This is an optimization exercise on Yosys and OpenROAD, whose aim is small area, not a production implementation. RTL that was checked went through simulation tests only; none was proved equivalent to the original. For runs 1 to 4, only the layout was checked, not whether the RTL still works. No activity file was given, so power comes from the tool's default toggle rates.

==> design/flow/design.v <==
`timescale 1ns / 1ps
module btn_debounce (
    input  logic clk,
    input  logic rst,
    input  logic btn_in,
    output logic btn_tick
);
    localparam logic [7:0] START = 8'h3a;
    logic       d1, d2, d3, d4;
    logic [7:0] o;
    logic       set, low_ones, stable;
    assign set      = d1 ^ d2;
    assign low_ones = &o[6:0];
    assign stable   = low_ones & o[7];
    always_ff @(posedge clk or posedge rst) begin
        if (rst) begin
            d1 <= 1'b0;
            d2 <= 1'b0;
            d3 <= 1'b0;
            d4 <= 1'b0;
            o  <= START;
        end else begin
            d1 <= btn_in;
            d2 <= d1;
            d4 <= d3;
            if (set) o <= START;
            else o <= {o[6:0], ~(o[7] ^ o[5] ^ o[4] ^ o[3]) | low_ones};
            if (!set && stable) d3 <= d2;
        end
    end
    assign btn_tick = d3 & ~d4;
endmodule
`timescale 1ns / 1ps
module game_master_core (
    input  logic       clk,
    input  logic       rst,
    input  logic       u_btn,
    input  logic       r_btn,
    input  logic       l_btn,
    input  logic       die_en,
    input  logic [2:0] die_value,
    output logic [3:0] sec0,
    output logic [3:0] sec1,
    output logic [3:0] min0,
    output logic [3:0] min1,
    output logic [5:0] p1_position,
    output logic [5:0] p2_position,
    output logic [2:0] play_state,
    output logic       wait_p1,
    output logic       wait_p2,
    output logic [1:0] score_p1,
    output logic [1:0] score_p2,
    output logic       scl,
    input  logic       sda_i,
    output logic       sda_o,
    output logic       sda_oe
);
    function automatic logic [12:0] l13(input logic [12:0] s);
        l13 = {s[11:0], ~(s[12] ^ s[3] ^ s[2] ^ s[0])};
    endfunction
    function automatic logic [9:0] l10(input logic [9:0] s);
        l10 = {s[8:0], ~(s[9] ^ s[6])};
    endfunction
    function automatic logic [6:0] l7(input logic [6:0] s);
        l7 = {s[5:0], ~(s[6] ^ s[5])};
    endfunction
    localparam logic [12:0] C13_1    = 13'h1;      
    localparam logic [12:0] C13_3000 = 13'h1cd0;   
    localparam logic [12:0] C13_7999 = 13'hb86;    
    localparam logic [9:0]  C10_999  = 10'h2b2;    
    localparam logic [6:0]  C7_24    = 7'h57;
    localparam logic [6:0]  C7_26    = 7'h5c;
    localparam logic [6:0]  C7_49    = 7'h2b;
    localparam logic [6:0]  C7_74    = 7'h6c;
    localparam logic [6:0]  C7_76    = 7'h32;
    localparam logic [6:0]  C7_99    = 7'h4b;
    logic u_tick, r_tick, l_tick;
    btn_debounce U_DB_U (.clk(clk), .rst(rst), .btn_in(u_btn), .btn_tick(u_tick));
    btn_debounce U_DB_R (.clk(clk), .rst(rst), .btn_in(r_btn), .btn_tick(r_tick));
    btn_debounce U_DB_L (.clk(clk), .rst(rst), .btn_in(l_btn), .btn_tick(l_tick));
    localparam logic [2:0] E_IDLE = 3'd0, E_SW = 3'd1, E_PLAY = 3'd2, E_STOP = 3'd3,
                           E_TO = 3'd4, E_END = 3'd5, E_RST = 3'd6;
    logic [2:0]  es;
    logic        start_r, restart_r;
    logic        play_en;
    logic        time_over;
    logic        game_final;
    logic [12:0] cnt;
    logic        end_wait;
    assign play_en    = (es == E_PLAY);
    assign play_state = es;
    assign end_wait   = (es == E_RST) && !restart_r && (cnt == C13_3000);
    always_ff @(posedge clk or posedge rst) begin
        if (rst) begin
            es        <= E_IDLE;
            start_r   <= 1'b0;
            restart_r <= 1'b0;
        end else begin
            start_r   <= 1'b0;
            restart_r <= 1'b0;
            case (es)
                E_IDLE: if (u_tick) begin es <= E_SW; start_r <= 1'b1; end
                E_SW:   if (u_tick) es <= E_PLAY;
                E_PLAY: begin
                    if (time_over) es <= E_TO;
                    else if (game_final) es <= E_END;
                    else if (r_tick) es <= E_STOP;
                end
                E_STOP: if (r_tick) es <= E_PLAY;
                E_TO, E_END: if (l_tick) begin es <= E_RST; restart_r <= 1'b1; end
                E_RST: if (end_wait) begin es <= E_SW; start_r <= 1'b1; end
                default: es <= E_IDLE;
            endcase
        end
    end
    localparam logic [1:0] T_INIT = 2'd0, T_STOP = 2'd1, T_RUN = 2'd2, T_END = 2'd3;
    logic [1:0] ts;
    logic       clear_r;
    logic [9:0] tcnt;
    logic       tick;
    logic       m1;
    logic [3:0] m0;
    logic [2:0] s1;
    logic [3:0] s0;
    always_ff @(posedge clk or posedge rst) begin
        if (rst) begin
            ts      <= T_INIT;
            clear_r <= 1'b1;
        end else begin
            clear_r <= (ts == T_INIT) && !start_r;
            case (ts)
                T_INIT: if (start_r) ts <= T_STOP;
                T_STOP: if (play_en) ts <= T_RUN;
                T_RUN: begin
                    if (time_over || game_final) ts <= T_END;
                    else if (!play_en) ts <= T_STOP;
                end
                default: if (restart_r) ts <= T_INIT;
            endcase
        end
    end
    always_ff @(posedge clk or posedge rst) begin
        if (rst) tcnt <= 10'd0;
        else if (ts == T_RUN) tcnt <= (tcnt == C10_999) ? 10'd0 : l10(tcnt);
    end
    always_ff @(posedge clk) tick <= (ts == T_RUN) && (tcnt == C10_999);
    assign time_over = !m1 && (m0 == 4'd0) && (s1 == 3'd0) && (s0 == 4'd0);
    always_ff @(posedge clk or posedge rst) begin
        if (rst) begin
            m1 <= 1'b1;
            m0 <= 4'd0;
            s1 <= 3'd0;
            s0 <= 4'd0;
        end else if (clear_r) begin
            m1 <= 1'b1;
            m0 <= 4'd0;
            s1 <= 3'd0;
            s0 <= 4'd0;
        end else if (tick && !time_over) begin
            if (s0 != 4'd0) s0 <= s0 - 4'd1;
            else begin
                s0 <= 4'd9;
                if (s1 != 3'd0) s1 <= s1 - 3'd1;
                else begin
                    s1 <= 3'd5;
                    if (m0 != 4'd0) m0 <= m0 - 4'd1;
                    else begin
                        m0 <= 4'd9;
                        m1 <= 1'b0;
                    end
                end
            end
        end
    end
    assign sec0 = s0;
    assign sec1 = {1'b0, s1};
    assign min0 = m0;
    assign min1 = {3'b000, m1};
    localparam logic [3:0] P_IDLE = 4'd0, P_NEW = 4'd1, P_I2C = 4'd2, P_CHK = 4'd3,
                           P_W1 = 4'd4, P_U1 = 4'd5, P_W2 = 4'd6, P_U2 = 4'd7,
                           P_CMP = 4'd8, P_END1 = 4'd9, P_END = 4'd10, P_WRS = 4'd11;
    logic [3:0] ps;
    logic [5:0] p1, p2;
    logic [1:0] gw;
    logic       ev, evdn;        
    logic       final_state, next_match;
    logic       pulse3, cmp_done;
    logic       in_turn;
    logic [5:0] cur, sum, newpos;
    logic       cur_up, cur_dn;
    logic       upd, clr_pos;
    assign pulse3   = (cnt == C13_3000);
    assign cmp_done = (cnt == C13_7999);
    assign in_turn  = (ps[3:2] == 2'b01);
    assign cur    = ps[1] ? p2 : p1;
    assign sum    = cur + {3'b000, die_value};
    assign cur_up = (cur == 6'd3) || (cur == 6'd8) || (cur == 6'd23);
    assign cur_dn = (cur == 6'd11) || (cur == 6'd35) || (cur == 6'd26);
    always_comb begin
        if (!ps[0]) newpos = (sum >= 6'd40) ? 6'd40 : sum;
        else begin
            case (cur)
                6'd3:    newpos = 6'd10;
                6'd8:    newpos = 6'd17;
                6'd23:   newpos = 6'd30;
                6'd11:   newpos = 6'd0;
                6'd35:   newpos = 6'd32;
                6'd26:   newpos = 6'd14;
                default: newpos = cur;
            endcase
        end
    end
    assign upd     = play_en && in_turn && (ps[0] ? pulse3 : die_en);
    assign clr_pos = (ps == P_IDLE && start_r) ||
                     (play_en && (ps == P_END1 || ps == P_END) && !final_state && next_match);
    always_ff @(posedge clk or posedge rst) begin
        if (rst) cnt <= 13'd0;
        else if (restart_r) cnt <= C13_1;
        else if (es == E_RST) cnt <= l13(cnt);
        else if (in_turn && ps[0]) begin
            if (pulse3) cnt <= play_en ? 13'd0 : C13_1;
            else cnt <= l13(cnt);
        end else if (ps == P_CMP) begin
            if (play_en) cnt <= cmp_done ? 13'd0 : l13(cnt);
        end else cnt <= 13'd0;
    end
    always_ff @(posedge clk or posedge rst) begin
        if (rst) begin
            p1 <= 6'd0;
            p2 <= 6'd0;
        end else if (clr_pos) begin
            p1 <= 6'd0;
            p2 <= 6'd0;
        end else if (upd) begin
            if (ps[1]) p2 <= newpos;
            else p1 <= newpos;
        end
    end
    always_ff @(posedge clk or posedge rst) begin
        if (rst) begin
            ps   <= P_IDLE;
            ev   <= 1'b0;
        end else if (restart_r) begin
            ps <= P_IDLE;
            ev <= 1'b0;
        end else begin
            if (ps == P_IDLE && start_r) ps <= P_NEW;
            if (ps == P_END1) ps <= P_END;
            if (play_en) begin
                case (ps)
                    P_NEW: ps <= P_W1;
                    P_W1, P_W2: begin
                        ev <= 1'b0;
                        if (die_en) ps <= {ps[3:1], 1'b1};
                    end
                    P_U1, P_U2: if (pulse3) begin
                        ps <= ps[1] ? P_CMP : P_W2;
                        ev <= cur_up | cur_dn;
                    end
                    P_CMP: begin
                        ev <= 1'b0;
                        if (cmp_done) ps <= P_I2C;
                    end
                    P_I2C: ps <= P_CHK;
                    P_CHK: begin
                        if (p1 == 6'd40 || p2 == 6'd40) ps <= P_END1;
                        else ps <= P_W1;
                    end
                    P_END1, P_END: begin
                        if (final_state) ps <= P_WRS;
                        else if (next_match) ps <= P_NEW;
                    end
                    default: ;
                endcase
            end
        end
    end
    always_ff @(posedge clk) begin
        if (play_en && ps == P_CMP) begin
            if (p1 == p2) gw <= 2'b00;
            else if (p1 > p2) gw <= 2'b01;
            else gw <= 2'b10;
        end
        if (play_en && in_turn && ps[0] && pulse3) evdn <= cur_dn;
    end
    assign p1_position = p1;
    assign p2_position = p2;
    assign wait_p1     = (ps == P_W1);
    assign wait_p2     = (ps == P_W2);
    localparam logic [2:0] V_IDLE = 3'd0, V_WAIT = 3'd1, V_WAIT1 = 3'd2, V_UPD = 3'd3,
                           V_CHK = 3'd4, V_OVER1 = 3'd5, V_OVER = 3'd6;
    logic [2:0]  vs;
    logic [1:0]  sc1, sc2;
    logic [12:0] vcnt;
    logic [1:0]  game_result;
    assign final_state = (vs == V_OVER1) || (vs == V_OVER);
    assign game_final  = (vs == V_OVER1);
    assign next_match  = (vs == V_WAIT1);
    assign game_result = (vs == V_CHK) ? 2'b00 : {sc2[1] & ~sc1[1], sc1[1] & ~sc2[1]};
    always_ff @(posedge clk or posedge rst) begin
        if (rst) begin
            vs   <= V_IDLE;
            sc1  <= 2'd0;
            sc2  <= 2'd0;
            vcnt <= 13'd0;
        end else begin
            vcnt <= (vs == V_UPD && vcnt != C13_7999) ? l13(vcnt) : 13'd0;
            case (vs)
                V_IDLE: begin
                    sc1 <= 2'd0;
                    sc2 <= 2'd0;
                    if (start_r) vs <= V_WAIT;
                end
                V_WAIT, V_WAIT1: begin
                    if (restart_r) vs <= V_IDLE;
                    else if (ps == P_END1) vs <= V_UPD;
                    else vs <= V_WAIT;
                end
                V_UPD: begin
                    if (vcnt == C13_7999) begin
                        vs <= V_CHK;
                        if (!gw[1]) sc1 <= sc1 + 2'd1;
                        if (!gw[0]) sc2 <= sc2 + 2'd1;
                    end
                end
                V_CHK: vs <= (sc1[1] || sc2[1]) ? V_OVER1 : V_WAIT1;
                V_OVER1, V_OVER: vs <= restart_r ? V_IDLE : V_OVER;
                default: vs <= V_IDLE;
            endcase
        end
    end
    assign score_p1 = sc1;
    assign score_p2 = sc2;
    localparam logic [1:0] C_IDLE = 2'd0, C_WR = 2'd1, C_WAIT = 2'd2;
    logic [1:0] cph;
    logic       cslave;    
    logic [1:0] creg;      
    logic       crst;      
    logic [1:0] cdat;      
    logic       m_idle, m_done;
    logic [1:0] p1v0, p2v0, p1v1, p2v1;
    logic [1:0] evdat;
    logic       c_go;      
    logic       c_next;    
    always_comb begin
        case (gw)
            2'b01:   begin p1v0 = 2'd1; p2v0 = 2'd2; end
            2'b10:   begin p1v0 = 2'd2; p2v0 = 2'd1; end
            default: begin p1v0 = 2'd0; p2v0 = 2'd0; end
        endcase
        case (game_result)
            2'b00:   begin p1v1 = 2'd1; p2v1 = 2'd1; end
            2'b01:   begin p1v1 = 2'd2; p2v1 = 2'd3; end
            2'b10:   begin p1v1 = 2'd3; p2v1 = 2'd2; end
            default: begin p1v1 = 2'd0; p2v1 = 2'd0; end
        endcase
        evdat = evdn ? 2'd1 : 2'd2;
    end
    assign c_go   = (cph == C_IDLE) && (restart_r || game_final || ps == P_I2C || ev);
    assign c_next = (cph == C_WAIT) && m_done &&
                    (crst ? !(cslave && creg[0]) : (!cslave && !creg[1]));
    always_ff @(posedge clk or posedge rst) begin
        if (rst) cph <= C_IDLE;
        else begin
            case (cph)
                C_IDLE:  if (c_go) cph <= C_WR;
                C_WR:    if (m_idle) cph <= C_WAIT;
                default: if (m_done) cph <= c_next ? C_WR : C_IDLE;
            endcase
        end
    end
    always_ff @(posedge clk) begin
        if (cph == C_IDLE) begin
            crst <= restart_r;
            if (restart_r) begin
                cslave <= 1'b0; creg <= 2'd0; cdat <= 2'd0;
            end else if (game_final) begin
                cslave <= 1'b0; creg <= 2'd1; cdat <= p1v1;
            end else if (ps == P_I2C) begin
                cslave <= 1'b0; creg <= 2'd0; cdat <= p1v0;
            end else begin
                cslave <= ps[3]; creg <= 2'd2; cdat <= evdat;
            end
        end else if (c_next) begin
            if (crst) begin
                cslave <= cslave | creg[0];
                creg   <= {1'b0, ~creg[0]};
            end else begin
                cslave <= 1'b1;
                cdat   <= creg[0] ? p2v1 : p2v0;
            end
        end
    end
    localparam logic [3:0] M_IDLE = 4'd0, M_S1 = 4'd1, M_S2 = 4'd2, M_AW = 4'd3,
                           M_AAW = 4'd4, M_RA = 4'd5, M_AR = 4'd6, M_WB = 4'd7,
                           M_AWB = 4'd8, M_P1 = 4'd9, M_P2 = 4'd10, M_P3 = 4'd11;
    logic [3:0] ms;
    logic [6:0] mc;        
    logic [2:0] bc;        
    logic       wack;      
    logic       scl_d;     
    logic       m_data, m_ack, rising, falling, m_end;
    logic [7:0] m_byte;
    assign m_idle  = (ms == M_IDLE);
    assign m_done  = (ms == M_P3);
    assign m_ack   = (ms == M_AAW) || (ms == M_AR) || (ms == M_AWB);
    assign m_data  = (ms == M_AW) || (ms == M_RA) || (ms == M_WB) || m_ack;
    assign rising  = (mc == C7_26);
    assign falling = (mc == C7_76);
    always_comb begin
        case (ms)
            M_S1, M_S2, M_P1: m_end = (mc == C7_49);
            M_P2, M_P3:       m_end = (mc == C7_24);
            default:          m_end = 1'b0;
        endcase
    end
    always_comb begin
        case (ms)
            M_AW:    m_byte = cslave ? 8'h54 : 8'hAA;
            M_RA:    m_byte = {6'd0, creg};
            default: m_byte = {6'd0, cdat};
        endcase
    end
    always_ff @(posedge clk or posedge rst) begin
        if (rst) ms <= M_IDLE;
        else begin
            case (ms)
                M_IDLE: if (cph == C_WAIT) ms <= M_S1;
                M_S1, M_S2, M_P1, M_P2: if (m_end) ms <= ms + 4'd1;
                M_P3: if (m_end) ms <= M_IDLE;
                M_AW, M_RA, M_WB: if (falling && bc == 3'd7) ms <= ms + 4'd1;
                M_AAW, M_AR, M_AWB: if (falling) ms <= (wack || ms == M_AWB) ? M_P1 : ms + 4'd1;
                default: ms <= M_IDLE;
            endcase
        end
    end
    always_ff @(posedge clk) begin
        scl_d <= 1'b0;
        if (m_idle) begin
            mc <= 7'd0;
            bc <= 3'd0;
        end else if (m_data) begin
            mc    <= (mc == C7_99 || (m_ack && falling && (wack || ms == M_AWB))) ? 7'd0 : l7(mc);
            scl_d <= (mc == C7_24) ? 1'b1 : (mc == C7_74) ? 1'b0 : scl_d;
            if (m_ack && rising) wack <= sda_i;
            if (!m_ack && falling) bc <= bc + 3'd1;
        end else begin
            mc <= m_end ? 7'd0 : l7(mc);
        end
    end
    always_comb begin
        scl    = 1'b1;
        sda_o  = 1'b1;
        sda_oe = 1'b1;
        if (m_data) scl = scl_d;
        else if (ms == M_S2 || ms == M_P1) scl = 1'b0;
        if (m_ack) sda_oe = 1'b0;
        case (ms)
            M_S1, M_S2, M_P1, M_P2: sda_o = 1'b0;
            M_AW, M_RA, M_WB:       sda_o = m_byte[~bc];
            default:                sda_o = 1'b1;
        endcase
    end
endmodule
==> design/flow/run.sh <==
#!/bin/bash
# synth_recipe.tcl (not shown) runs the flow's synth.tcl, then flattens the netlist and writes it again
# the make line also repeats each setting of config.mk as NAME=value (left out here)
make -C /OpenROAD-flow-scripts/flow DESIGN_CONFIG=/design/flow/config.mk WORK_HOME=/design/flow/orfs CLKGATE_MAP_FILE= SYNTH_SCRIPT=/design/flow/synth_recipe.tcl finish
==> design/flow/config.mk <==
export PLATFORM = sky130hd
export DESIGN_NAME = game_master_core
export DESIGN_NICKNAME = game_master_core
export VERILOG_FILES = /design/flow/design.v
export SDC_FILE = /design/flow/constraint.sdc
export NUM_CORES = 4
export LEC_CHECK = 0
export CAP_MARGIN = 20
export CORE_MARGIN = 2
export CORE_UTILIZATION = 40
export PLACE_DENSITY = 0.6
export SLEW_MARGIN = 20
==> design/flow/constraint.sdc <==
create_clock -name core_clock -period 10.0 [get_ports {clk}]
set_input_delay 2.0000 -clock core_clock [delete_from_list [all_inputs] [get_ports {clk}]]
set_output_delay 2.0000 -clock core_clock [all_outputs]
set_load 0.01 [all_outputs]
==> results.txt, run 1 <==
Outcome:
- The flow ran to the end and the layout has no timing, DRC or antenna violations.

Synth:
- The most used flip-flop cell after synthesis is sky130_fd_sc_hd__dfrtp_1.
- By count the netlist is led by sky130_fd_sc_hd__dfrtp_1 (108), sky130_fd_sc_hd__nor2_1 (69), sky130_fd_sc_hd__a21oi_1 (45), sky130_fd_sc_hd__nand2_1 (45), sky130_fd_sc_hd__inv_1 (40).
- The post-synth design cell area is 8150 um^2.
- By area the synthesized netlist is led by sky130_fd_sc_hd__dfrtp_1 (33%), sky130_fd_sc_hd__dfstp_2 (4.5%), sky130_fd_sc_hd__ha_1 (4.0%), sky130_fd_sc_hd__edfxtp_1 (3.7%), sky130_fd_sc_hd__nor2_1 (3.2%).
- Sequential elements use 44.3% of the synthesized area.
- The count of flip-flops with a built-in enable after synthesis is 10.
- The fraction of registers with async set or reset after synthesis is a little over four fifths.
- The number of instances in the synthesized netlist is 846.
- The post-synthesis register bit count is roughly 140.
- Synthesis instantiated 81 different standard cells from the library.
- The share of Yosys cell area claimed by the top area cell type is around a third.
- The mean instance size in the synthesized netlist is between 9 and 10 um^2.
- The cell with the most instances after synthesis is sky130_fd_sc_hd__dfrtp_1.
- Summed over all instances, the cell type with the most area after synthesis is sky130_fd_sc_hd__dfrtp_1.
- During synthesis, Yosys emitted a total of 2 warnings.

Place:
- The count of buffers added on input and output ports is 45.
- In this run, placement finished with an instance count of between 1000 and 1500.
- The final RePlAce weighted congestion is around 0.85.
- The sum of net half-perimeters after detailed placement is 12400 um.

Detailed routing:
- The via total after detailed routing is 6454.
- The iteration count of the initial detailed-routing pass is 5.
- Using the TritonRoute via totals, the vias-per-cell ratio works out to ~5.6.
- For this block, the initial DRC count from the detailed router was roughly 470.
- The post-detailed-route wirelength per cell is around 16 um.
- The routed wire length is approximately 18000 um.
- Once detail routing completed, the nets flagged for antenna violations numbered 0.
- After detailed routing, the number of remaining DRC violations is 0.

Min path:
- The class of the worst hold path is reg -> reg.
- The depth of the worst hold-timing path is 0.
- The startpoint identified for the worst hold timing path is U_DB_L.d3.

Worst setup path:
- The maximum single-stage delay on the critical path is approximately 0.60 ns.
- The worst register-to-register path begins at ps[1].
- The length in cells of the worst reg-to-reg path is 9.
- The kind of end point of the critical path is a primary output.
- The highest net fanout along the worst path is 10.
- The worst register-to-register path has a setup slack of approximately 6.7 ns.
- Traced cell by cell, the critical path runs through inv_1 > ha_1 > nand2_1 > or3_1 > a311oi_1 > o21ai_0 > o311ai_0 > clkdlybuf4s50_1.
- The data arrival time at the worst-slack endpoint is approximately 3.0 ns.
- The sort of element at the start of the critical path is a flop.
- For this design, the slowest cell found on the critical path is sky130_fd_sc_hd__clkdlybuf4s50_1.
- By startpoint and endpoint, the worst setup path is classified as reg -> out.
- The required time reported for the critical path endpoint is approximately 8.0 ns.
- The critical path launch point is ms[1].

Timing:
- The transition time at the pin with the least slew margin is approximately 0.96 ns.
- Setup repair after global routing left no endpoint under its margin.
- The final critical delay including setup and external delays is 4.95 ns.
- The final critical path takes up 49.5% of the cycle.
- For the final database, setup skew stands at approximately 0.012 ns.
- Setup violations remaining at the end of the flow were counted as 0.
- Setup total negative slack on the finished layout was measured at 0 ns.
- The final-report hold violation count was 0.
- The final-report max-slew violation count is 0.
- The relative slew slack is between 30% and 40%.
- The maximum clock frequency is a little over 200 MHz.

Clocking:
- The clock passes through at most 2 buffers.
- CTS saw approximately 140 sinks.
- For the worst-skew pair, the clock arrives at the later sink with an insertion delay of 0.43 ns.
- TritonCTS built the clock tree.
- The cell at the root of the clock tree is sky130_fd_sc_hd__clkbuf_16.
- The post-cts gate resize count is 0.
- The H-tree was split into 4 levels.
- The clock-pin slew on the worst setup and hold paths is 0.06 ns.
- After clock tree synthesis, the setup repair step added 0 buffers.
- Clock tree synthesis inserted a total of 17 buffers.
- In this run, post-CTS hold repair placed 0 buffers.

Global routing:
- The first-pass GRT wire length is approximately 31000 um.
- Summed over all layers, the global routing overflow is 0.
- The pin count of the biggest net entering global routing is 71.
- Global routing consumed, over all layers together, approximately 18% of the routing resources.
- The initial antenna violation count was 0.
- The via count of the first global-routing pass is ~6200.

Finish:
- The repair_antennas step left the layout with diodes totalling 0.
- The area of combinational cells with multiple inputs is between 4000 and 5000 um^2.
- The register area is 3610 um^2.
- The number of standard cells in the final layout excluding fillers is between 1000 and 1500.
- Relative to the synthesized area, the layout overhead comes to 15.2%.
- After the last flow step, the layout net total stands at 911.
- The layout has roughly 1900 filler cells.
- In the final layout, the share of cells above drive strength 1 is under 10%.

Floorplan:
- The die width is 147 um.
- The height of the die is 147 um.
- The number of top-level pins is 50.
- The die covers about 22000 um^2.
- The effective utilization at floorplan is 40.5%.
- The number of standard-cell rows in the floorplan is 52.
- The total area inside the core boundary comes to 20100 um^2.

Pwr:
- The peak supply drop is 120 uV.
- For this design the ratio of total power to cell area is 213 nW/um^2.
- The leakage power summed over all cells is 0.00391 uW.
- The overall power is between 2000 and 2500 uW.

Run:
- The max-capacitance violation count is 0.
==> cell families (layout without fill, tap and decap cells) <==
logic type	after synthesis	after routing	synth area share, %
flops	144	144	44.3
other cells	1	4	0.0460
simple gates	327	327	22.6
buf+inv	84	122	4.24
xor+xnor	24	24	2.58
compound gates	211	211	18.3
mux	27	27	3.53
fa+ha+maj	28	28	4.36
==> worst max-delay path: cells and delay by family, from the launching register on <==
kind                     cells  cell delay [ns]
AO/OA/AOI/OAI                3             0.57
adder cells (fa/ha/maj)      1             0.39
buffers and inverters        2             0.72
flip-flops                   1             0.39
AND/OR/NAND/NOR              2             0.46
==> flip-flops by register name, indices dropped and copies added (netlist names), 4 cells and up <==
name and flops:
s0 4, m0 4, tcnt 10, U_DB_R.o 8
ps 4, cnt 13, p1 6, U_DB_L.o 8
vcnt 13, p2 6, U_DB_U.o 8, mc 7
ms 4
==> path summary, 6_finish.rpt <==
check	to
setup / recovery	sda_o
hold / removal	U_DB_L.d4
max in group asynchronous	ps[0]
min in group asynchronous	U_DB_U.o[0]
setup reg to reg	p2[0]
hold reg to reg	U_DB_L.d4
==> final cells by class <==
cell class                 count  area share (%)
clock buffer                  21            4.92
clock inverter                11            1.37
inverter                      40            1.63
multi-input combinational    621            44.8
sequential                   144            38.5
tap                          270            3.60
timing repair buffer          50            5.20
==> metrics by stage <==
stage | area (um^2) | setup WS, ns | hold slack [ns] | util [%]
floorplan | 8160 | 4.78 | 0.390 | -
global placement | 8790 | 5.52 | 0.422 | 43.7
detailed placement | 8790 | 5.49 | 0.426 | 43.7
CTS | 9380 | 5.03 | 0.440 | 46.7
global route | 9380 | 4.76 | 0.459 | 46.7
finish | 9380 | 5.05 | 0.433 | 46.7
==> cell usage in the layout, fill, tap and decap left out, types with 5 or more instances in the layout <==
cell type and count:
sky130_fd_sc_hd__nand2b_1 35, sky130_fd_sc_hd__nor2b_1 17, sky130_fd_sc_hd__a32o_1 17, sky130_fd_sc_hd__nor3b_1 6, sky130_fd_sc_hd__o21bai_1 5, sky130_fd_sc_hd__o311ai_0 5
sky130_fd_sc_hd__nor4bb_1 11, sky130_fd_sc_hd__nand2_1 45, sky130_fd_sc_hd__dfstp_2 14, sky130_fd_sc_hd__dfxtp_1 12, sky130_fd_sc_hd__xor2_1 6, sky130_fd_sc_hd__nor2_1 69
sky130_fd_sc_hd__a211oi_1 9, sky130_fd_sc_hd__clkdlybuf4s50_1 45, sky130_fd_sc_hd__clkbuf_16 18, sky130_fd_sc_hd__xnor2_1 18, sky130_fd_sc_hd__and3_1 15, sky130_fd_sc_hd__mux2_2 14
sky130_fd_sc_hd__o22ai_1 5, sky130_fd_sc_hd__a311oi_1 6, sky130_fd_sc_hd__nor3_1 27, sky130_fd_sc_hd__and2_1 24, sky130_fd_sc_hd__inv_1 39, sky130_fd_sc_hd__mux2i_1 13
sky130_fd_sc_hd__nand3b_1 12, sky130_fd_sc_hd__a31oi_1 13, sky130_fd_sc_hd__o21ai_0 33, sky130_fd_sc_hd__buf_4 5, sky130_fd_sc_hd__nand3_1 22, sky130_fd_sc_hd__dfrtp_1 108
sky130_fd_sc_hd__a21o_1 8, sky130_fd_sc_hd__nand4_1 11, sky130_fd_sc_hd__o31ai_1 13, sky130_fd_sc_hd__a21oi_1 45, sky130_fd_sc_hd__edfxtp_1 10, sky130_fd_sc_hd__ha_1 26
==> power by group <==
| part | switching (uW) | internal, uW |
|---|---|---|
| Sequential | 113 | 679 |
| Clock | 258 | 384 |
| Combinational | 314 | 253 |
| Total | 685 | 1320 |
==> layer usage <==
layer / track usage, % / routed length [um] / vias up
li1: - / - / 3171
met1: 25.1 / 9020 / 3138
met2: 26.6 / 8180 / 123
met3: 3.73 / 723 / 22
met4: 5.53 / 238 / 0
met5: 0 / 0 / -
==> inputs of run 2 (changes only) <==
--- a/design/flow/config.mk
+++ b/design/flow/config.mk
@@ -9,4 +9,5 @@
 export CORE_MARGIN = 2
 export CORE_UTILIZATION = 40
+export CTS_BUF_LIST = sky130_fd_sc_hd__clkbuf_8
 export PLACE_DENSITY = 0.6
 export SLEW_MARGIN = 20
==> run 2 against run 1 <==
Still clean. Via count decreased by 0.37%. Utilization decreased by 0.93 points. Hold slack improved by 0.017 ns. Register-to-register slack about the same. Cell count unchanged. Global-route usage decreased by 0.053 points. Critical path depth unchanged. Synthesized area unchanged. Clock power decreased by 25%. Largest power group unchanged. Highest routed layer unchanged.
==> results.txt, run 2 <==
Finish:
- The layout overhead on the synthesized area is 12.9%.
- The share of cells above drive strength 1 was 8.91% (unchanged).
- The post-route core utilization is 45.7% (-0.93 points).
- The register area is 3610 um^2 (unchanged).
- The number of fillers in the final layout came to 1932 (+1.6%).
- In the final layout, the registers with the most flip-flops are cnt: 13 flops, vcnt: 13 flops, tcnt: 10 flops.
- The final design area excluding fillers is 9200 um^2 (-2.0%).
- The number of inserted diodes came to 0 (unchanged).
- The leading cell type in the layout, fill and taps excluded is sky130_fd_sc_hd__dfrtp_1.
- The top cell types in the final layout, fill and taps aside, are sky130_fd_sc_hd__dfrtp_1 (108), sky130_fd_sc_hd__nor2_1 (69), sky130_fd_sc_hd__nand2_1 (45), sky130_fd_sc_hd__a21oi_1 (45), sky130_fd_sc_hd__clkdlybuf4s50_1 (45).
- The final-stage net count came to 911 (unchanged).
- The area of combinational cells with multiple inputs is 4200 um^2 (unchanged).

Global routing:
- The combined global-route utilization of all metal layers is 17.5% (-0.053 points).
- The via count of the first global-routing pass is 6197 (-0.065%).
- The pin count of the biggest net entering global routing came to 71 (unchanged).
- The leftover overflow at the end of global routing is 0 (unchanged).
- The first-pass GRT wire length is 31100 um (about the same).
- The initial antenna violation count came to 0 (unchanged).

Detailed routing:
- The met1 layer wirelength in the final routing is 9090 um (+0.74%).
- The post-detailed-route wirelength per cell is 15.7 um (-0.19%).
- The detailed router's first-iteration violation count is 420 (-9.9%).
- The highest metal layer with signal wires is met4.
- The met3 routed wirelength came to 693 um (-4.1%).
- The iteration count of the initial detailed-routing pass is 5 (unchanged).
- The post-detailed-route via-to-cell ratio was 5.56 (-0.37%).
- The routed length on met2 is 8140 um (-0.46%).
- The via total after detailed routing came to 6430 (-0.37%).
- The count of unresolved DRC violations after routing is 0 (unchanged).
- The routed wire length came to 18100 um (-0.19%).
- The remaining antenna violation count after routing is 0 (unchanged).

Timing:
- Setup repair after global routing left no endpoint under its margin.
- The worst clock skew on the final layout is 0.00970 ns (-0.00225 ns).
- The count of endpoints failing setup in the final report is 0 (unchanged).
- The final-report max-slew violation count came to 0 (unchanged).
- The relative slew slack is 33.9% (-2.4 points).
- The maximum clock frequency is 200 MHz (-0.75%).
- The total negative setup slack was 0 ns (unchanged).
- The final critical delay including setup and external delays came to 4.99 ns (+0.0374 ns).
- The final-report hold violation count is 0 (unchanged).
- The final worst-path cycle share is 49.9% (+0.37 points).
- The transition time at the pin with the least slew margin is 0.992 ns (+0.0363 ns).

Worst setup path:
- The number of buffers and inverters on the critical path is 2 (unchanged).
- The maximum single-stage delay on the critical path came to 0.60 ns (about the same).
- The worst setup path is captured at a primary output.
- The highest net fanout along the worst path is 10 (unchanged).
- Grouping stages by cell kind, the critical path spends the most delay in buffers and inverters.
- The required time reported for the critical path endpoint is 8.00 ns (about the same).
- STA classifies the critical path startpoint as a flop.
- The critical path goes through inv_1 > ha_1 > nand2_1 > or3_1 > a311oi_1 > o21ai_0 > o311ai_0 > clkdlybuf4s50_1.
- The most critical setup path has its startpoint at ms[1].
- The start-to-end type of the worst setup path is reg -> out.
- The launching point of the worst reg2reg path is ps[1].
- The data arrival time at the worst-slack endpoint was 2.99 ns (+0.04 ns).
- For this design, the slowest cell found on the critical path is sky130_fd_sc_hd__clkdlybuf4s50_1.

Synth:
- The number of warning messages in the yosys log was 2 (unchanged).
- The share of Yosys cell area claimed by the top area cell type is 33.2% (unchanged).
- The main flop type after synthesis is sky130_fd_sc_hd__dfrtp_1.
- The number of instances in the synthesized netlist is 846 (unchanged).
- By area the synthesized netlist is led by sky130_fd_sc_hd__dfrtp_1 (33%), sky130_fd_sc_hd__dfstp_2 (4.5%), sky130_fd_sc_hd__ha_1 (4.0%), sky130_fd_sc_hd__edfxtp_1 (3.7%), sky130_fd_sc_hd__nor2_1 (3.2%).
- The count of flip-flops with a built-in enable after synthesis is 10 (unchanged).
- The post-synth design cell area is 8150 um^2 (unchanged).
- The register area share after synthesis is 44.3% (unchanged).
- The number of distinct standard cells referenced by the synthesized netlist came to 81 (unchanged).
- The cell taking the most area after synthesis is sky130_fd_sc_hd__dfrtp_1.
- After synthesis, the most frequently instantiated cells are sky130_fd_sc_hd__dfrtp_1 (108), sky130_fd_sc_hd__nor2_1 (69), sky130_fd_sc_hd__a21oi_1 (45), sky130_fd_sc_hd__nand2_1 (45), sky130_fd_sc_hd__inv_1 (40).
- The post-synthesis register bit count came to 144 (unchanged).
- The cell with the most instances after synthesis is sky130_fd_sc_hd__dfrtp_1.
- The mean instance size in the synthesized netlist came to 9.63 um^2 (unchanged).
- The fraction of registers with async set or reset after synthesis is 84.7% (unchanged).

Clocking:
- The post-cts gate resize count is 0 (unchanged).
- The clock latency reported for the late side of the worst-skew pair is 0.46 ns (+0.03 ns).
- The TritonCTS buffer count is 17 (unchanged).
- TritonCTS built the clock tree.
- The number of clock sinks came to 144 (unchanged).
- The clock-pin slew on the worst setup and hold paths is 0.08 ns (+0.02 ns).
- The post-cts hold buffer count is 0 (unchanged).
- CTS placed an instance of sky130_fd_sc_hd__clkbuf_8 at the clock tree root.
- The deepest clock path buffer count is 2 (unchanged).
- The post-CTS repair timing setup buffer count is 0 (unchanged).
- The maximum level of the CTS H-tree is 4 (unchanged).

Place:
- The port buffer count is 45 (unchanged).
- The cell area after placement was 8790 um^2 (unchanged).
- The sum of net half-perimeters after detailed placement is 12400 um (unchanged).
- The final RePlAce weighted congestion is 0.845 (unchanged).

Min path:
- The worst hold path begins at U_DB_R.d3.
- The worst hold path belongs to the class reg -> reg.

Outcome:
- The flow ran to the end and the layout has no timing, DRC or antenna violations.

Pwr:
- The internal power component is 1180 uW (-11%).
- The power share of the sequential group is 43.0% (+3.4 points).
- The clock network fraction of total power is 26.2% (-5.9 points).
- The leakage power summed over all cells is 0.00384 uW (-1.9%).
- The peak supply drop is 93.8 uV (-22%).
- The switching part of the total power is 36.0% (+1.8 points).
- The total net switching power came to 662 uW (-3.4%).
- The power density relative to cell area is 200 nW/um^2 (-6.3%).
- The combinational share of power is 30.8% (+2.5 points).

Floorplan:
- The die width is 147 um (unchanged).
- The number of top-level pins was 50 (unchanged).
- The effective utilization at floorplan is 40.5% (unchanged).
- The height of the die is 147 um (unchanged).
- The standard cell core area is 20100 um^2 (unchanged).
- The number of standard-cell rows in the floorplan is 52 (unchanged).
- The overall die area is 21500 um^2 (unchanged).

Run:
- The max-capacitance violation count is 0 (unchanged).
run 2: cell counts after synthesis:
Identical to the previous run, type by type.
run 2: final timing paths:
kind                                    end  slack, ns  cells past startpoint
worst max-delay path                  sda_o       5.01                      8
worst min-delay path              U_DB_R.d4       0.45                      0
worst max register to register        p2[0]       6.69                      9
worst min register to register    U_DB_R.d4       0.45                      0
max in group asynchronous             ms[1]       6.67                      3
min in group asynchronous       U_DB_U.o[0]       1.99                      2
run 2: layout make-up:
class	count	share of cell area, %
Multi-Input combinational cell	621	45.7
Sequential cell	144	39.3
Timing Repair Buffer	50	5.31
Tap cell	270	3.67
Clock buffer	17	2.54
Clock inverter	15	1.85
Inverter	40	1.66
run 2: worst reg2reg max path: stages (launching register included):
cell                        delay (ns)
sky130_fd_sc_hd__dfrtp_1          0.33
sky130_fd_sc_hd__buf_4            0.39
sky130_fd_sc_hd__mux2i_1          0.53
sky130_fd_sc_hd__inv_1            0.27
sky130_fd_sc_hd__fa_1             0.52
sky130_fd_sc_hd__a21oi_1          0.17
sky130_fd_sc_hd__nor2_1           0.07
sky130_fd_sc_hd__o311ai_1         0.46
sky130_fd_sc_hd__a2bb2oi_1        0.18
sky130_fd_sc_hd__o41ai_1          0.32
run 2: cells by family after synthesis:
logic type	Yosys count	synth area share, %
AND/OR/NAND/NOR	327	22.6
other	1	0.0460
XOR/XNOR	24	2.58
AO/OA/AOI/OAI	211	18.3
multiplexers	27	3.53
buffers and inverters	84	4.24
adder cells (fa/ha/maj)	28	4.36
flip-flops	144	44.3
run 2: stage by stage:
stage / hold WS [ns] / std cells / power (uW) / worst slack (ns)
CTS: 0.445 / 1157 / 1850 / 4.98
floorplan: 0.390 / 849 / 1210 / 4.78
global placement: 0.422 / 1125 / 1360 / 5.52
finish: 0.450 / 1157 / 1840 / 5.01
detailed placement: 0.426 / 1125 / 1370 / 5.49
global route: 0.465 / 1157 / 1970 / 4.71
run 2: layer usage:
layer | track usage, % | up-vias
met5 | 0 | -
met3 | 3.54 | 16
met4 | 5.10 | 0
met1 | 25.2 | 3137
met2 | 26.7 | 110
li1 | - | 3167
run 2: power groups by stage:
| stage | logic, uW | clock network [uW] | registers, uW |
|---|---|---|---|
| after floorplan | 467 | 0 | 746 |
| after global placement | 563 | 0 | 801 |
| after detailed placement | 566 | 0 | 801 |
| after CTS | 568 | 496 | 791 |
| after global routing | 637 | 524 | 809 |
| final | 565 | 481 | 791 |
==> inputs of run 3 (changes only) <==
--- a/design/flow/config.mk
+++ b/design/flow/config.mk
@@ -9,5 +9,5 @@
 export CORE_MARGIN = 2
 export CORE_UTILIZATION = 40
-export CTS_BUF_LIST = sky130_fd_sc_hd__clkbuf_8
+export CTS_BUF_LIST = sky130_fd_sc_hd__clkbuf_4 sky130_fd_sc_hd__clkbuf_8
 export PLACE_DENSITY = 0.6
 export SLEW_MARGIN = 20
==> run 3 against run 2 <==
Still clean on timing, DRC and antenna. Register-to-register slack hardly changed. Cell area is 0.12% higher. Cell count did not move. Die area unchanged. Sequential power is essentially flat. Count of clock-buffer cells in the layout increased by 3. Critical path depth stayed put.
==> results.txt, run 3 <==
Detailed routing:
- The post-detailed-route via-to-cell ratio is 5.55 (about the same).
- The count of unresolved DRC violations after routing is 0 (unchanged).
- The via total after detailed routing is 6424 (-0.093%).
- The detailed router's first-iteration violation count was 440 (+4.8%).
- The routed wire length is 18200 um (+0.41%).
- The post-detailed-route wirelength per cell came to 15.7 um (+0.41%).
- The iteration count of the initial detailed-routing pass is 4 (-1).
- The remaining antenna violation count after routing was 0 (unchanged).

Place:
- The worst-case setup slack after placement is 5.49 ns (unchanged).
- The sum of net half-perimeters after detailed placement came to 12400 um (unchanged).
- The final RePlAce weighted congestion is 0.845 (unchanged).
- The port buffer count is 45 (unchanged).

Global routing:
- The combined global-route utilization of all metal layers came to 17.5% (+0.020 points).
- The first-pass GRT wire length came to 31100 um (about the same).
- The pin count of the biggest net entering global routing is 71 (unchanged).
- The via count of the first global-routing pass is 6200 (+0.048%).
- The leftover overflow at the end of global routing is 0 (unchanged).
- The initial antenna violation count is 0 (unchanged).

Synth:
- The number of distinct standard cells referenced by the synthesized netlist is 81 (unchanged).
- Yosys instantiated no cell more often than sky130_fd_sc_hd__dfrtp_1.
- The share of Yosys cell area claimed by the top area cell type is 33.2% (unchanged).
- In the synthesized netlist the dominant register cell turns out to be sky130_fd_sc_hd__dfrtp_1.
- The post-synth design cell area is 8150 um^2 (unchanged).
- The register area share after synthesis is 44.3% (unchanged).
- The count of flip-flops with a built-in enable after synthesis is 10 (unchanged).
- The fraction of registers with async set or reset after synthesis is 84.7% (unchanged).
- The number of instances in the synthesized netlist came to 846 (unchanged).
- The post-synthesis register bit count is 144 (unchanged).
- By count the netlist is led by sky130_fd_sc_hd__dfrtp_1 (108), sky130_fd_sc_hd__nor2_1 (69), sky130_fd_sc_hd__a21oi_1 (45), sky130_fd_sc_hd__nand2_1 (45), sky130_fd_sc_hd__inv_1 (40).
- sky130_fd_sc_hd__dfrtp_1 takes more of the synthesized area than any other cell.
- The number of warning messages in the yosys log is 2 (unchanged).
- The mean instance size in the synthesized netlist is 9.63 um^2 (unchanged).
- By area the synthesized netlist is led by sky130_fd_sc_hd__dfrtp_1 (33%), sky130_fd_sc_hd__dfstp_2 (4.5%), sky130_fd_sc_hd__ha_1 (4.0%), sky130_fd_sc_hd__edfxtp_1 (3.7%), sky130_fd_sc_hd__nor2_1 (3.2%).

Worst setup path:
- The highest net fanout along the worst path is 10 (unchanged).
- The length in cells of the worst reg-to-reg path is 9 (unchanged).
- The required time reported for the critical path endpoint is 8.00 ns (about the same).
- The data arrival time at the worst-slack endpoint was 2.99 ns (about the same).
- The worst setup path is launched from a flop.
- The start-to-end type of the worst setup path is reg -> out.
- The worst setup path is captured at a primary output.

Outcome:
- The run finished with no timing, DRC or antenna violations.

Floorplan:
- The number of standard-cell rows in the floorplan came to 52 (unchanged).
- The overall die area came to 21500 um^2 (unchanged).
- The height of the die was 147 um (unchanged).
- The standard cell core area was 20100 um^2 (unchanged).
- The effective utilization at floorplan came to 40.5% (unchanged).
- The number of top-level pins is 50 (unchanged).
- The die width is 147 um (unchanged).

Clocking:
- The post-cts hold buffer count came to 0 (unchanged).
- The post-CTS repair timing setup buffer count came to 0 (unchanged).
- The cell at the root of the clock tree is sky130_fd_sc_hd__clkbuf_8.
- The TritonCTS buffer count is 17 (unchanged).
- The post-cts gate resize count is 0 (unchanged).
- The number of clock sinks came to 144 (unchanged).
- The clock-pin slew on the worst setup and hold paths was 0.08 ns (about the same).
- TritonCTS built the clock tree.
- The deepest clock path buffer count came to 2 (unchanged).
- The clock latency reported for the late side of the worst-skew pair is 0.46 ns (about the same).
- The maximum level of the CTS H-tree is 4 (unchanged).

Timing:
- The final-report hold violation count is 0 (unchanged).
- The final worst-path cycle share is 49.9% (about the same).
- The worst clock skew on the final layout is 0.0115 ns (+0.00184 ns).
- The count of endpoints failing setup in the final report is 0 (unchanged).
- The relative slew slack was 34.3% (+0.42 points).
- The final-report max-slew violation count is 0 (unchanged).
- The total negative setup slack is 0 ns (unchanged).
- Setup repair after global routing left no endpoint under its margin.
- The final critical delay including setup and external delays is 4.99 ns (-0.00336 ns).
- The maximum clock frequency is 201 MHz (about the same).
- The worst setup slack after layout is 5.01 ns (+0.00336 ns).
- The transition time at the pin with the least slew margin is 0.985 ns (-0.00624 ns).

Min path:
- The class of the worst hold path is reg -> reg.
- The depth of the worst hold-timing path was 0 (unchanged).

Finish:
- The largest registers in the layout are cnt: 13 flops, vcnt: 13 flops, tcnt: 10 flops.
- The number of fillers in the final layout was 1932 (unchanged).
- The area of combinational cells with multiple inputs is 4200 um^2 (unchanged).
- The number of inserted diodes is 0 (unchanged).
- The register area is 3610 um^2 (unchanged).
- The leading cell type in the layout, fill and taps excluded is sky130_fd_sc_hd__dfrtp_1.
- The final-stage net count came to 911 (unchanged).
- In the layout the commonest cells are sky130_fd_sc_hd__dfrtp_1 (108), sky130_fd_sc_hd__nor2_1 (69), sky130_fd_sc_hd__nand2_1 (45), sky130_fd_sc_hd__a21oi_1 (45), sky130_fd_sc_hd__clkdlybuf4s50_1 (45).
- The area growth from synthesis to layout is 13.0%.
- The share of cells above drive strength 1 was 9.24% (+0.34 points).

Pwr:
- The leakage power summed over all cells is 0.00384 uW (about the same).
- The overall power is 1850 uW (+0.72%).
- The peak supply drop is 93.2 uV (-0.63%).
- The power density relative to cell area came to 201 nW/um^2 (+0.59%).

Run:
- The max-capacitance violation count is 0 (unchanged).
## run 3: changes by cell type in the layout (fill, tap and decap cells not counted)
| cell | change |
|---|---|
| sky130_fd_sc_hd__clkbuf_4 | +3 |
| sky130_fd_sc_hd__inv_1 | -3 |
## run 3: cell families after synthesis
group           synth area share [%]
buf+inv                         4.24
compound gates                  18.3
fa+ha+maj                       4.36
xor+xnor                        2.58
other cells                   0.0460
mux                             3.53
simple gates                    22.6
flops                           44.3
## run 3: through the flow
step                      util (%)  hold WS (ns)  instance area (um^2)  cells
final                         45.8         0.450                  9210   1157
after global routing          45.8         0.465                  9210   1157
after CTS                     45.8         0.445                  9210   1157
after detailed placement      43.7         0.426                  8790   1125
after global placement        43.7         0.422                  8790   1125
after floorplan                  -         0.390                  8160    849
## run 3: final cells by class
cell class	instances	area share [%]
clock buffer	20	2.79
clock inverter	12	1.73
inverter	40	1.66
multi-input combinational	621	45.7
sequential	144	39.2
tap	270	3.67
timing repair buffer	50	5.30
## run 3: path summary, 6_finish.rpt
check	from	to	slack [ns]
worst max-delay path	ms[1]	sda_o	5.01
worst min-delay path	U_DB_R.d3	U_DB_R.d4	0.45
worst max register to register	ps[1]	p2[0]	6.68
worst min register to register	U_DB_R.d3	U_DB_R.d4	0.45
max in group asynchronous	rst	cnt[0]	6.68
min in group asynchronous	rst	U_DB_U.o[0]	1.98
## run 3: power by group
group          internal (uW)  switching [uW]  total [uW]
registers                678             113         791
clock network            257             236         493
logic                    253             314         567
total                   1190             664        1850
## run 3: critical path, stage by stage (launching register included)
cell	delay (ns)
sky130_fd_sc_hd__dfrtp_1	0.40
sky130_fd_sc_hd__inv_1	0.12
sky130_fd_sc_hd__ha_1	0.38
sky130_fd_sc_hd__nand2_1	0.14
sky130_fd_sc_hd__or3_1	0.33
sky130_fd_sc_hd__a311oi_1	0.33
sky130_fd_sc_hd__o21ai_0	0.13
sky130_fd_sc_hd__o311ai_0	0.11
sky130_fd_sc_hd__clkdlybuf4s50_1	0.60
## run 3: routing by layer
layer / up-vias / routed length (um) / track usage [%]
met1: 3135 / 9100 / 25.3
met5: - / 0 / 0
met3: 18 / 708 / 3.54
met4: 0 / 219 / 5.10
li1: 3164 / - / -
met2: 107 / 8170 / 26.7
==> inputs of run 4 (changes only) <==
==> design/flow/flow/run.sh (new file) <==
#!/bin/bash
# Own layout flow: the standard synthesis, then an area re-mapping of its
# combinational logic (the flip-flops stay exactly as synthesized), then
# the standard layout steps with port buffers of the smallest size.
# Each tool's output goes to a log of its own in this folder.
set -euo pipefail
W=$PWD
R=$W/orfs/results/$FLOW_PLATFORM/game_master_core/base
LIB=$FLOW_HOME/platforms/$FLOW_PLATFORM/lib/sky130_fd_sc_hd__tt_025C_1v80.lib
YOSYS=${YOSYS_EXE:-$(dirname "$FLOW_HOME")/tools/install/yosys/bin/yosys}

# 1. standard synthesis (1_2_yosys.v, 1_synth.odb)
bash standard.sh synth > log_1_synth.log 2>&1

# 2. area re-mapping of the combinational logic
cp "$R/1_2_yosys.v" "$W/1_2_yosys_standard.v"
sed -e "s#IN_LIB#$LIB#g" -e "s#IN_NETLIST#$W/1_2_yosys_standard.v#" \
    -e "s#OUT_NETLIST#$W/1_2_yosys_remapped.v#" -e "s#OUT_STAT#$W/remapped_stat.txt#" \
    flow/reabc.ys > "$W/reabc_run.ys"
"$YOSYS" -s "$W/reabc_run.ys" > log_2_reabc.log 2>&1
cp "$W/1_2_yosys_remapped.v" "$R/1_2_yosys.v"
rm -f "$R/1_synth.odb" "$R/1_synth.sdc"

# 3. the rest of the standard layout
bash standard.sh "BUFFER_PORTS_ARGS=-buffer_cell sky130_fd_sc_hd__buf_1" finish > log_3_layout.log 2>&1
test -f out/final.def
==> design/flow/flow/reabc.ys (new file) <==
# Re-map the combinational logic of the standard synthesis for area.
# The flip-flops are kept as they are (same instances, names and cells);
# every other cell is expanded to its function and mapped again by ABC with
# an area-oriented script, without the timing-driven buffering.
read_liberty -ignore_miss_func IN_LIB
read_verilog IN_NETLIST
hierarchy -top game_master_core
setattr -mod -set keep_hierarchy 1 sky130_fd_sc_hd__df* sky130_fd_sc_hd__edf*
flatten
rename -hide w:* i:* %d o:* %d
opt
abc -liberty IN_LIB  -dont_use sky130_fd_sc_hd__probe_p_8 -dont_use sky130_fd_sc_hd__probec_p_8 -dont_use sky130_fd_sc_hd__lpflow_bleeder_1 -dont_use sky130_fd_sc_hd__lpflow_clkbufkapwr_1 -dont_use sky130_fd_sc_hd__lpflow_clkbufkapwr_16 -dont_use sky130_fd_sc_hd__lpflow_clkbufkapwr_2 -dont_use sky130_fd_sc_hd__lpflow_clkbufkapwr_4 -dont_use sky130_fd_sc_hd__lpflow_clkbufkapwr_8 -dont_use sky130_fd_sc_hd__lpflow_clkinvkapwr_1 -dont_use sky130_fd_sc_hd__lpflow_clkinvkapwr_16 -dont_use sky130_fd_sc_hd__lpflow_clkinvkapwr_2 -dont_use sky130_fd_sc_hd__lpflow_clkinvkapwr_4 -dont_use sky130_fd_sc_hd__lpflow_clkinvkapwr_8 -dont_use sky130_fd_sc_hd__lpflow_decapkapwr_12 -dont_use sky130_fd_sc_hd__lpflow_decapkapwr_3 -dont_use sky130_fd_sc_hd__lpflow_decapkapwr_4 -dont_use sky130_fd_sc_hd__lpflow_decapkapwr_6 -dont_use sky130_fd_sc_hd__lpflow_decapkapwr_8 -dont_use sky130_fd_sc_hd__lpflow_inputiso0n_1 -dont_use sky130_fd_sc_hd__lpflow_inputiso0p_1 -dont_use sky130_fd_sc_hd__lpflow_inputiso1n_1 -dont_use sky130_fd_sc_hd__lpflow_inputiso1p_1 -dont_use sky130_fd_sc_hd__lpflow_inputisolatch_1 -dont_use sky130_fd_sc_hd__lpflow_isobufsrc_1 -dont_use sky130_fd_sc_hd__lpflow_isobufsrc_16 -dont_use sky130_fd_sc_hd__lpflow_isobufsrc_2 -dont_use sky130_fd_sc_hd__lpflow_isobufsrc_4 -dont_use sky130_fd_sc_hd__lpflow_isobufsrc_8 -dont_use sky130_fd_sc_hd__lpflow_isobufsrckapwr_16 -dont_use sky130_fd_sc_hd__lpflow_lsbuf_lh_hl_isowell_tap_1 -dont_use sky130_fd_sc_hd__lpflow_lsbuf_lh_hl_isowell_tap_2 -dont_use sky130_fd_sc_hd__lpflow_lsbuf_lh_hl_isowell_tap_4 -dont_use sky130_fd_sc_hd__lpflow_lsbuf_lh_isowell_4 -dont_use sky130_fd_sc_hd__lpflow_lsbuf_lh_isowell_tap_1 -dont_use sky130_fd_sc_hd__lpflow_lsbuf_lh_isowell_tap_2 -dont_use sky130_fd_sc_hd__lpflow_lsbuf_lh_isowell_tap_4 -script "+strash;dch;map -a;strash;dch;map -a;strash;dch;map -a;topo"
splitnets
opt_clean -purge
hilomap -hicell sky130_fd_sc_hd__conb_1 HI -locell sky130_fd_sc_hd__conb_1 LO
opt_clean -purge
insbuf -buf sky130_fd_sc_hd__buf_4 A X
opt_clean -purge
blackbox sky130_fd_sc_hd__df* sky130_fd_sc_hd__edf*
tee -o OUT_STAT stat -liberty IN_LIB
write_verilog -noattr -nohex -nodec OUT_NETLIST
==> design/flow/standard.sh (new file) <==
#!/bin/bash
# synth_recipe.tcl (not shown) runs the flow's synth.tcl, then flattens the netlist and writes it again
# the make line also repeats each setting of config.mk as NAME=value (left out here)
make -C /OpenROAD-flow-scripts/flow DESIGN_CONFIG=/design/flow/config.mk WORK_HOME=/design/flow/orfs CLKGATE_MAP_FILE= SYNTH_SCRIPT=/design/flow/synth_recipe.tcl "${@:-finish}"
--- a/design/flow/config.mk
+++ b/design/flow/config.mk
@@ -9,5 +9,5 @@
 export CORE_MARGIN = 2
 export CORE_UTILIZATION = 40
-export CTS_BUF_LIST = sky130_fd_sc_hd__clkbuf_4 sky130_fd_sc_hd__clkbuf_8
+export CTS_BUF_LIST = sky130_fd_sc_hd__clkbuf_8
 export PLACE_DENSITY = 0.6
 export SLEW_MARGIN = 20
removed: design/flow/run.sh
==> run 4 against run 3 <==
Synthesized area fell by 13%. Clock skew rose by 0.0024 ns. Die area fell by 13%. Sequential power fell by 2%. Combinational power fell by about 10%.
==> results.txt, run 4 <==
Outcome:
- The run finished with no timing, DRC or antenna violations.

Synth:
- The number of instances in the synthesized netlist came to 904 (+6.9%).
- The post-synth design cell area came to 7080 um^2 (-13%).
- The mean instance size in the synthesized netlist is 7.83 um^2 (-19%).
- The number of warning messages in the yosys log came to 2 (unchanged).

Timing:
- The final critical delay including setup and external delays is 4.11 ns (-0.873 ns).
- The count of endpoints failing setup in the final report was 0 (unchanged).
- The relative slew slack came to 45.5% (+11 points).
- The total negative setup slack was 0 ns (unchanged).
- The minimum hold slack is 0.409 ns (-0.0408 ns).
- The worst clock skew on the final layout is 0.0140 ns (+0.00242 ns).
- The final worst-path cycle share is 41.1% (-8.7 points).
- The final-report hold violation count came to 0 (unchanged).
- The maximum clock frequency came to 243 MHz (+21%).
- Setup repair after global routing left no endpoint under its margin.
- The worst setup slack after layout came to 5.89 ns (+0.873 ns).
- The final-report max-slew violation count came to 0 (unchanged).
- The transition time at the pin with the least slew margin is 0.811 ns (-0.174 ns).

Pwr:
- The leakage power summed over all cells came to 0.00322 uW (-16%).
- The power share of the sequential group is 44.2% (+1.4 points).
- The clock network fraction of total power is 26.8% (+0.2 points).
- The power density relative to cell area is 221 nW/um^2 (+9.8%).
- The peak supply drop is 109 uV (+17%).
- The combinational share of power was 29.1% (-1.5 points).
- The switching part of the total power is 38.4% (+2.5 points).
- The internal power component came to 1080 uW (-8.8%).
- The total net switching power came to 673 uW (+1.4%).

Finish:
- The final-stage net count is 980 (+7.6%).
- Compared with the post-synthesis result, the final layout area differs by 12.4%.
- The area of combinational cells with multiple inputs was 2810 um^2 (-33%).
- The number of inserted diodes came to 0 (unchanged).
- The leading cell type in the layout, fill and taps excluded is sky130_fd_sc_hd__clkinv_1.
- The final design area excluding fillers is 7960 um^2 (-14%).
- The share of cells above drive strength 1 came to 5.60% (-3.6 points).
- The largest registers in the layout are cnt: 13 flops, vcnt: 13 flops, tcnt: 10 flops.
- The top cell types in the final layout, fill and taps aside, are sky130_fd_sc_hd__clkinv_1 (176), sky130_fd_sc_hd__nor2_1 (171), sky130_fd_sc_hd__nand2_1 (118).
- The number of fillers in the final layout is 1742 (-9.8%).
- The number of standard cells in the final layout excluding fillers was 1208 (+4.4%).
- The register area is 3610 um^2 (unchanged).

Place:
- The count of placed standard cells including taps is 1176 (+4.5%).
- The final RePlAce weighted congestion was 0.919 (+8.7%).
- The cell area after placement was 7550 um^2 (-14%).
- The port buffer count is 45 (unchanged).
- The worst-case setup slack after placement is 6.35 ns (+0.860 ns).
- The sum of net half-perimeters after detailed placement is 11700 um (-5.5%).

Worst setup path:
- The highest net fanout along the worst path is 6 (-4).
- The data arrival time at the worst-slack endpoint is 2.11 ns (-0.88 ns).
- The sort of element at the start of the critical path is a flop.
- The worst setup path is of the reg -> out kind.
- The worst setup path is captured at a primary output.
- The required time reported for the critical path endpoint is 8.00 ns (about the same).

Floorplan:
- The effective utilization at floorplan is 40.9% (+0.40 points).
- The overall die area came to 18800 um^2 (-13%).
- The standard cell core area came to 17300 um^2 (-14%).
- The die width is 137 um (-6.6%).
- The number of standard-cell rows in the floorplan is 48 (-7.7%).
- The height of the die is 137 um (-6.6%).
- The number of top-level pins was 50 (unchanged).

Clocking:
- The clock latency reported for the late side of the worst-skew pair is 0.46 ns (about the same).
- The clock-pin slew on the worst setup and hold paths is 0.08 ns (about the same).
- The deepest clock path buffer count is 2 (unchanged).
- The TritonCTS buffer count came to 17 (unchanged).
- The post-cts hold buffer count came to 0 (unchanged).
- The post-CTS repair timing setup buffer count is 0 (unchanged).
- The post-cts gate resize count is 0 (unchanged).
- The maximum level of the CTS H-tree came to 4 (unchanged).
- TritonCTS built the clock tree.
- The number of clock sinks is 144 (unchanged).
- The cell at the root of the clock tree is sky130_fd_sc_hd__clkbuf_8.

Min path:
- The class of the worst hold path is reg -> reg.

Detailed routing:
- The count of unresolved DRC violations after routing is 0 (unchanged).
- The post-detailed-route via-to-cell ratio was 5.13 (-7.6%).
- The detailed router's first-iteration violation count is 397 (-9.8%).
- The via total after detailed routing is 6200 (-3.5%).
- The remaining antenna violation count after routing was 0 (unchanged).
- The routed wire length was 15800 um (-13%).
- The post-detailed-route wirelength per cell is 13.1 um (-17%).
- The iteration count of the initial detailed-routing pass is 5 (+1).

Global routing:
- The combined global-route utilization of all metal layers was 18.1% (+0.60 points).
- The via count of the first global-routing pass came to 5752 (-7.2%).
- The first-pass GRT wire length came to 27000 um (-13%).
- The pin count of the biggest net entering global routing is 64 (-9.9%).
- The initial antenna violation count is 0 (unchanged).
- The leftover overflow at the end of global routing is 0 (unchanged).

Run:
- The max-capacitance violation count is 0 (unchanged).
-- run 4: power by group through the flow --
stage / combinational, uW / sequential [uW] / clock [uW]
final: 510 / 775 / 470
after global routing: 592 / 790 / 513
after CTS: 510 / 774 / 485
after detailed placement: 507 / 785 / 0
after global placement: 512 / 785 / 0
after floorplan: 389 / 765 / 0
-- run 4: worst paths after layout --
check / startpoint / end / slack (ns) / cells past startpoint
max in group asynchronous: rst / vcnt[12] / 7.09 / 3
worst max register to register: cnt[0] / p2[2] / 6.78 / 12
worst min-delay path: U_DB_L.d1 / U_DB_L.d2 / 0.41 / 0
worst min register to register: U_DB_L.d1 / U_DB_L.d2 / 0.41 / 0
min in group asynchronous: rst / U_DB_U.o[7] / 1.65 / 2
worst max-delay path: ms[0] / sda_oe / 5.89 / 8
-- run 4: worst max-delay path: stages (launching register included) --
cell and delay [ns]:
sky130_fd_sc_hd__dfrtp_1 0.44, sky130_fd_sc_hd__clkinv_1 0.17, sky130_fd_sc_hd__nor2_1 0.28, sky130_fd_sc_hd__nor2_1 0.12, sky130_fd_sc_hd__nor2_1 0.11, sky130_fd_sc_hd__clkinv_1 0.10, sky130_fd_sc_hd__nand2_1 0.18, sky130_fd_sc_hd__nand2_1 0.12
sky130_fd_sc_hd__buf_1 0.14
-- run 4: per-layer routing --
metal  global-route usage (%)  vias to the layer above  part of all wire [%]
met2                     27.6                      202                    46
met5                        0                        -                     0
li1                         -                     3156                     -
met3                     6.26                       13                   6.9
met4                     5.33                        0                  0.93
met1                     24.3                     2829                    47
-- run 4: area by class of cell --
cell class / instances / area share [%]
Tap cell: 225 / 3.54
Clock buffer: 18 / 3.11
Clock inverter: 14 / 2.00
Inverter: 177 / 8.38
Sequential cell: 144 / 45.4
Multi-Input combinational cell: 583 / 35.3
Timing Repair Buffer: 47 / 2.31
-- run 4: metrics by stage --
step | power [uW] | util [%]
floorplan | 1150 | -
global placement | 1300 | 43.6
detailed placement | 1290 | 43.6
CTS | 1770 | 46.0
global route | 1890 | 46.0
finish | 1760 | 46.0
==> inputs of run 5 (changes only) <==
--- a/design/flow/design.v
+++ b/design/flow/design.v
@@ -195,19 +195,22 @@
     assign cur    = ps[1] ? p2 : p1;
     assign sum    = cur + {3'b000, die_value};
-    assign cur_up = (cur == 6'd3) || (cur == 6'd8) || (cur == 6'd23);
-    assign cur_dn = (cur == 6'd11) || (cur == 6'd35) || (cur == 6'd26);
+    logic at3, at8, at11, at23, at26, at35;
+    assign at3  = (cur == 6'd3);
+    assign at8  = (cur == 6'd8);
+    assign at11 = (cur[4:0] == 5'd11);
+    assign at23 = (cur[4:0] == 5'd23);
+    assign at26 = (cur[4:0] == 5'd26);
+    assign at35 = cur[5] && (cur[2:0] == 3'd3);
+    assign cur_up = at3 || at8 || at23;
+    assign cur_dn = at11 || at35 || at26;
     always_comb begin
-        if (!ps[0]) newpos = (sum >= 6'd40) ? 6'd40 : sum;
-        else begin
-            case (cur)
-                6'd3:    newpos = 6'd10;
-                6'd8:    newpos = 6'd17;
-                6'd23:   newpos = 6'd30;
-                6'd11:   newpos = 6'd0;
-                6'd35:   newpos = 6'd32;
-                6'd26:   newpos = 6'd14;
-                default: newpos = cur;
-            endcase
-        end
+        if (!ps[0]) newpos = (sum[5] && sum[3]) ? 6'd40 : sum;
+        else if (at3)  newpos = 6'd10;
+        else if (at8)  newpos = 6'd17;
+        else if (at23) newpos = 6'd30;
+        else if (at11) newpos = 6'd0;
+        else if (at35) newpos = 6'd32;
+        else if (at26) newpos = 6'd14;
+        else newpos = cur;
     end
     assign upd     = play_en && in_turn && (ps[0] ? pulse3 : die_en);
@@ -264,5 +267,5 @@
                     P_I2C: ps <= P_CHK;
                     P_CHK: begin
-                        if (p1 == 6'd40 || p2 == 6'd40) ps <= P_END1;
+                        if ((p1[5] && p1[3]) || (p2[5] && p2[3])) ps <= P_END1;
                         else ps <= P_W1;
                     end
==> run 5 against run 4 <==
Critical path depth increased by 1. Sequential share of layout area increased by 0.19 points. Utilization about the same. Combinational power increased by 6.3%. Count of clock-buffer cells in the layout increased by 1. Power increased by 4.5%. Critical path type unchanged. Highest routed layer unchanged.
==> results.txt, run 5 <==
Outcome:
- The flow ran to the end and the layout has no timing, DRC or antenna violations.

Synth:
- The number of instances in the synthesized netlist is 881 (-2.5%).
- The number of warning messages in the yosys log was 2 (unchanged).

Clocking:
- The post-cts gate resize count is 0 (unchanged).
- The deepest clock path buffer count is 2 (unchanged).
- The clock-pin slew on the worst setup and hold paths is 0.07 ns (about the same).
- The maximum level of the CTS H-tree was 4 (unchanged).
- TritonCTS built the clock tree.
- The clock latency reported for the late side of the worst-skew pair is 0.46 ns (about the same).

Worst setup path:
- In this run the worst setup path begins at ms[3].
- The kind of end point of the critical path is a primary output.
- The highest net fanout along the worst path is 10 (+4).
- The register-to-register path setup slack came to 6.69 ns (-0.09 ns).
- The required time reported for the critical path endpoint is 8.00 ns (about the same).
- The start-to-end type of the worst setup path is reg -> out.
- The data arrival time at the worst-slack endpoint is 2.13 ns (+0.02 ns).

Floorplan:
- The effective utilization at floorplan came to 40.7% (-0.19 points).
- The overall die area came to 18600 um^2 (-0.79%).
- The die width is 137 um (-0.39%).
- The number of top-level pins is 50 (unchanged).
- The height of the die is 137 um (-0.39%).
- The standard cell core area is 17200 um^2 (-0.35%).

Global routing:
- The via count of the first global-routing pass is 5760 (+0.14%).
- The combined global-route utilization of all metal layers is 17.5% (-0.56 points).
- The leftover overflow at the end of global routing is 0 (unchanged).

Timing:
- The final-report max-slew violation count is 0 (unchanged).
- Setup repair after global routing left no endpoint under its margin.
- The final worst-path cycle share is 41.3% (+0.18 points).
- The worst clock skew on the final layout is 0.0147 ns (+0.000748 ns).
- The worst setup slack after layout is 5.87 ns (-0.0175 ns).
- The maximum clock frequency is 242 MHz (-0.42%).
- The final-report hold violation count came to 0 (unchanged).
- The count of endpoints failing setup in the final report is 0 (unchanged).

Detailed routing:
- The iteration count of the initial detailed-routing pass is 5 (unchanged).
- The detailed router's first-iteration violation count is 410 (+3.3%).
- The remaining antenna violation count after routing came to 0 (unchanged).

Place:
- The sum of net half-perimeters after detailed placement was 11000 um (-5.9%).
- The cell area after placement is 7490 um^2 (-0.76%).
- The final RePlAce weighted congestion is 0.899 (-2.2%).
- The worst-case setup slack after placement is 6.17 ns (-0.175 ns).

Finish:
- The leading cell type in the layout, fill and taps excluded is sky130_fd_sc_hd__clkinv_1.
- The share of cells above drive strength 1 is 6.04% (+0.44 points).
- The largest registers in the layout are cnt: 13 flops, vcnt: 13 flops, tcnt: 10 flops.
- In the layout the commonest cells are sky130_fd_sc_hd__clkinv_1 (179), sky130_fd_sc_hd__nor2_1 (166), sky130_fd_sc_hd__dfrtp_1 (108).
- The layout overhead on the synthesized area is 12.8%.
- The final-stage net count was 958 (-2.2%).

Pwr:
- The leakage power summed over all cells is 0.00317 uW (-1.5%).

Run:
- The max-capacitance violation count came to 0 (unchanged).
-- run 5: layout make-up --
cell class / instances / area, um^2 / share of cell area, %
multi-input combinational: 557 / 2740 / 34.5
clock inverter: 13 / 149 / 1.88
tap: 225 / 282 / 3.55
inverter: 180 / 678 / 8.56
clock buffer: 19 / 262 / 3.30
timing repair buffer: 48 / 204 / 2.57
sequential: 144 / 3610 / 45.6
-- run 5: worst max-delay path: stages, from the launching register on --
cell and delay, ns:
sky130_fd_sc_hd__dfrtp_1 0.43, sky130_fd_sc_hd__clkinv_1 0.19, sky130_fd_sc_hd__nor2_1 0.09, sky130_fd_sc_hd__nand2_1 0.07
sky130_fd_sc_hd__clkinv_1 0.07, sky130_fd_sc_hd__a21oi_1 0.27, sky130_fd_sc_hd__nand2_1 0.19, sky130_fd_sc_hd__a22oi_1 0.16
sky130_fd_sc_hd__o21ai_0 0.10, sky130_fd_sc_hd__buf_1 0.13
-- run 5: metal layers --
metal	wire length (um)	GRT usage, %	share of wire (%)
met1	7280	23.5	48
met4	197	5.67	1.3
met5	0	0	0
met2	6990	27.4	46
met3	708	5.04	4.7
-- run 5: worst min path at each step --
| stage | end | cells after the start | start |
|---|---|---|---|
| after floorplan | U_DB_L.d2 | 0 | U_DB_L.d1 |
| after global placement | U_DB_U.d2 | 0 | U_DB_U.d1 |
| after detailed placement | U_DB_U.d2 | 0 | U_DB_U.d1 |
| after CTS | U_DB_U.d2 | 0 | U_DB_U.d1 |
| after global routing | U_DB_U.d2 | 0 | U_DB_U.d1 |
| final | U_DB_U.d2 | 0 | U_DB_U.d1 |
-- run 5: report_power, final --
| group | switching, uW | internal (uW) | total, uW |
|---|---|---|---|
| logic | 360 | 182 | 542 |
| registers | 105 | 712 | 817 |
| clock network | 218 | 256 | 475 |
| total | 684 | 1150 | 1830 |
-- run 5: through the flow --
step / cells / total power, uW / util [%] / hold WS [ns]
finish: 1186 / 1830 / 46.0 / 0.410
detailed placement: 1153 / 1370 / 43.5 / 0.392
CTS: 1185 / 1850 / 45.8 / 0.413
global placement: 1153 / 1360 / 43.5 / 0.389
global route: 1186 / 1980 / 46.0 / 0.415
floorplan: 881 / 1220 / - / 0.368
